Background: an optimization exercise with open tools, aiming at small area. Do not read the settings as production practice.
In this exercise RTL edits were held to simulation tests only and were not proved equivalent to the original.
The flow treats the clock pin as an ideal source. Dropping or thinning the clock tree relies on that and would not hold on a real chip.
Power and IR drop assume default switching activity.

== alpha ==
==> flow/design.v (excerpt) <==
module digital_clock(clk, rst, tick_sec, tick_scan, select, y);
For scale: roughly 130 cells after synthesis, ~23 flip-flops, roughly 1000 um2 of cells after synthesis.
==> flow/config.mk <==
export PLATFORM = sky130hd
export DESIGN_NAME = digital_clock
export DESIGN_NICKNAME = digital_clock
export VERILOG_FILES = /design/flow/design.v
export SDC_FILE = /design/flow/constraint.sdc
export NUM_CORES = 4
export LEC_CHECK = 0
export ABC_AREA = 1
export CAP_MARGIN = 20
export CORE_AREA = 2 2 68 68
export DIE_AREA = 0 0 70 70
export GPL_TIMING_DRIVEN = 0
export PLACE_DENSITY = 0.4
export SLEW_MARGIN = 20
==> flow/constraint.sdc <==
create_clock -name core_clock -period 50.0 [get_ports {clk}]
set_input_delay 10.0000 -clock core_clock [delete_from_list [all_inputs] [get_ports {clk}]]
set_output_delay 10.0000 -clock core_clock [all_outputs]
set_load 0.01 [all_outputs]
standard.sh (not shown) runs the stock make flow with config.mk's settings and CLKGATE_MAP_FILE= SYNTH_SCRIPT=/design/flow/synth_recipe.tcl, a recipe that flattens the netlist after the stock synthesis.
==> flow/flow/run.sh <==
#!/bin/bash
# The standard flow's synthesis with an area-oriented ABC mapping (flow/synth.tcl; the
# registers are the standard synthesis's), then the standard layout with buf_1
# port buffers, one tie cell, and the clock tree collapsed into one buffer.
set -euo pipefail
W=$(pwd)
R=$W/orfs/results/$FLOW_PLATFORM/digital_clock/base
export FLOW_SYNTH_TCL=$W/synth_recipe.tcl MY_ABC_DIR=$W/flow/abc
MK=("SYNTH_SCRIPT=$W/flow/synth.tcl" "BUFFER_PORTS_ARGS=-buffer_cell sky130_fd_sc_hd__buf_1" "SKIP_REPAIR_TIE_FANOUT=1")
bash standard.sh "${MK[@]}" cts > $W/log_layout.txt 2>&1
cp $R/4_cts.odb $W/cts_orig.odb
ODB_IN=$W/cts_orig.odb ODB_OUT=$R/4_cts.odb CLOCK_BUF=sky130_fd_sc_hd__clkbuf_16 \
  openroad -no_init -exit $W/flow/clock_fix.tcl > $W/log_clock_fix.txt 2>&1
touch $R/4_cts.sdc
bash standard.sh "${MK[@]}" finish > $W/log_layout2.txt 2>&1
==> flow/flow/clock_fix.tcl <==
# Collapse the clock tree that CTS built (a root buffer feeding two leaf buffers,
# plus a dummy load) into a single buffer that drives every flip-flop.
# All flip-flops then hang on the same net: no skew between them.
read_db $::env(ODB_IN)
set db [ord::get_db]
set block [ord::get_db_block]
set root [$block findInst clkbuf_0_clk]
set rootnet [[$root findITerm X] getNet]
foreach inst [$block getInsts] {
  set name [$inst getName]
  set m [[$inst getMaster] getName]
  if {[string match clkload* $name]} {
    puts "remove dummy load $name ($m)"
    foreach it [$inst getITerms] { $it disconnect }
    odb::dbInst_destroy $inst
  }
}
foreach inst [$block getInsts] {
  set name [$inst getName]
  if {$inst != $root && [string match clkbuf_* $name]} {
    set out [[$inst findITerm X] getNet]
    puts "remove leaf buffer $name ([[$inst getMaster] getName]), moving its loads to [$rootnet getName]"
    foreach it [$out getITerms] {
      if {[$it getInst] != $inst} {
        $it disconnect
        $it connect $rootnet
      }
    }
    foreach it [$inst getITerms] { $it disconnect }
    odb::dbInst_destroy $inst
    odb::dbNet_destroy $out
  }
}
$root swapMaster [$db findMaster $::env(CLOCK_BUF)]
set n 0
foreach it [$rootnet getITerms] { incr n }
puts "clock net [$rootnet getName] now has $n pins; root is $::env(CLOCK_BUF)"
detailed_placement
check_placement
write_db $::env(ODB_OUT)
Other scripts of this flow, unchanged in this note and not shown: flow/flow/abc/x1.abc, flow/flow/abc/x2.abc, flow/flow/abc/x3.abc, flow/flow/abc/x4.abc, flow/flow/abc/x8.abc, flow/flow/synth.tcl
In summary, alpha completed successfully, with a layout that passed the timing, design-rule and antenna checks.
diff inputs: alpha => beta
--- a/flow/flow/run.sh
+++ b/flow/flow/run.sh
@@ -11,3 +11,3 @@
 cp $R/4_cts.odb $W/cts_orig.odb
-ODB_IN=$W/cts_orig.odb ODB_OUT=$R/4_cts.odb CLOCK_BUF=sky130_fd_sc_hd__clkbuf_16 \
+ODB_IN=$W/cts_orig.odb ODB_OUT=$R/4_cts.odb CLOCK_BUF=sky130_fd_sc_hd__buf_12 \
   openroad -no_init -exit $W/flow/clock_fix.tcl > $W/log_clock_fix.txt 2>&1
Findings:
- beta | status: complete | timing, DRC, antenna: pass
- Changes observed in beta relative to alpha: total power shows a reduction of about 1.3%, total vias in the final route shows no meaningful change, number of port buffers shows no meaningful change.
- Diff alpha -> beta | largest voltage drop on the vdd net | decrease of 0.0000012 V
- The worst hold margin of alpha and that of beta are within noise of each other.


Starting RTL as in the previous note.
Settings: LEC_CHECK=0, ABC_AREA=1, CAP_MARGIN=20, CORE_MARGIN=2, CORE_UTILIZATION=70, SLEW_MARGIN=20; clock period 50.0 ns.
==> flow/flow/run.sh <==
#!/bin/bash
# Standard synthesis, then an area re-mapping of its combinational logic
# (flip-flops kept), then the standard layout with buf_1 port buffers.
set -euo pipefail
W=$(pwd)
R=$W/orfs/results/$FLOW_PLATFORM/digital_clock/base
bash standard.sh synth > $W/log_synth.txt 2>&1
cp $R/1_2_yosys.v $W/std_synth.v
export LIB=$FLOW_HOME/platforms/$FLOW_PLATFORM/lib/sky130_fd_sc_hd__tt_025C_1v80.lib
export DONT_USE="$(sed -n '/DONT_USE_CELLS/,/^$/p' $FLOW_HOME/platforms/$FLOW_PLATFORM/config.mk | grep -o 'sky130_fd_sc_hd__[a-z0-9_]*' | tr '\n' ' ')"
export IN_V=$W/std_synth.v OUT_V=$W/resynth.v ABC_SCRIPT=$W/flow/area.abc
yosys -c $W/flow/resynth.tcl > $W/log_resynth.txt 2>&1
cp $W/resynth.v $R/1_2_yosys.v
rm -f $R/1_synth.odb $R/1_synth.sdc
bash standard.sh "BUFFER_PORTS_ARGS=-buffer_cell sky130_fd_sc_hd__buf_1" finish > $W/log_layout.txt 2>&1
==> flow/flow/area.abc <==
strash
dch -f
amap
==> flow/flow/resynth.tcl <==
# Re-map the combinational logic of the standard synthesis netlist for area.
# The flip-flops (and tie cells) are kept as they are, with their instance names.
set lib $::env(LIB)
set du {}
foreach c $::env(DONT_USE) { lappend du -dont_use $c }
yosys read_liberty -ignore_miss_func $lib
yosys read_verilog $::env(IN_V)
yosys hierarchy -top $::env(FLOW_TOP)
foreach m {dfxtp_1 dfxtp_2 dfxtp_4 conb_1} {
  catch { yosys setattr -mod -set keep_hierarchy 1 sky130_fd_sc_hd__$m }
}
yosys flatten
yosys opt_clean -purge
yosys abc -liberty $lib {*}$du -script $::env(ABC_SCRIPT)
yosys opt_clean -purge
yosys rename -hide w:*.*
foreach m {dfxtp_1 dfxtp_2 dfxtp_4 conb_1} {
  catch { yosys blackbox sky130_fd_sc_hd__$m }
}
yosys stat -liberty $lib
yosys write_verilog -noattr -selected $::env(OUT_V)
==> next run, changes <==
--- a/flow/config.mk
+++ b/flow/config.mk
@@ -9,4 +9,4 @@
 export CAP_MARGIN = 20
-export CORE_MARGIN = 2
-export CORE_UTILIZATION = 70
+export CORE_AREA = 2 2 68 68
+export DIE_AREA = 0 0 70 70
 export SLEW_MARGIN = 20
=> Clock power rises by 33%; total power rises by about 9%; global-route usage falls by 19 points; sequential cell count does not change; core utilization falls by 57 points; wire length rises by about 1.4%; clock skew stays flat; via count falls by about 6%.


Starting RTL as in the previous note.
export LEC_CHECK = 0
export ABC_AREA = 1
export CAP_MARGIN = 20
export CORE_AREA = 2 2 68 68
export CTS_BUF_LIST = sky130_fd_sc_hd__clkbuf_8
export DIE_AREA = 0 0 70 70
export SLEW_MARGIN = 20
create_clock -name core_clock -period 50.0 [get_ports {clk}]
Scripts as last shown in full above: flow/flow/run.sh, flow/flow/area.abc, flow/flow/resynth.tcl
The starting point passed the timing, design-rule and antenna checks.
Then changed:
- CORE_AREA: 2 2 68 68 -> default
- CORE_MARGIN: default -> 2
- CORE_UTILIZATION: default -> 70
- CTS_CLUSTER_DIAMETER: default -> 200
- CTS_CLUSTER_SIZE: default -> 30
- DIE_AREA: 0 0 70 70 -> default
Sequential share of layout area is higher by 1.5 points.
Via count is higher by 5.7%.
Critical path depth stays the same.

-- port drivers added, routing unchanged --
In the flow no input, the clock included, has a driving cell. The finished layouts below were timed again as built, in two steps. Step 1 (the two cells are an assumption about what drives the block):
set clk [get_ports {clk}]
set_driving_cell -lib_cell sky130_fd_sc_hd__clkbuf_16 $clk
set_driving_cell -lib_cell sky130_fd_sc_hd__buf_2 [delete_from_list [all_inputs] $clk]
Step 2 times the ports against the registers' clock, not the clock port: input delays grow and output delays shrink by t, the midpoint of the rising clock arrivals with the driver on. Three values: ideal, step 1, step 2; two values: the first two.
| run | t, ns | setup WS [ns] | worst setup path at the end | worst register clock-pin slew, ns | pins driven straight from the clock port |
|---|---|---|---|---|---|
| alpha | 0.184 | 37.571 / 37.541 / 37.725 | register to output | 0.09 / 0.09 | 1 |
| beta | 0.161 | 37.595 / 37.562 / 37.723 | register to output | 0.09 / 0.09 | 1 |
| the first run of note 2 | 0.333 | 37.031 / 37.013 / 37.346 | register to output | 0.12 / 0.12 | 1 |
| the second run of note 2 | 0.284 | 37.149 / 37.125 / 37.409 | register to output | 0.08 / 0.08 | 1 |
| the first run of note 3 | 0.284 | 37.149 / 37.125 / 37.409 | register to output | 0.08 / 0.08 | 1 |
| the second run of note 3 | 0.286 | 37.104 / 37.080 / 37.366 | register to output | 0.08 / 0.08 | 1 |
After both steps setup and hold are still met in every run listed.
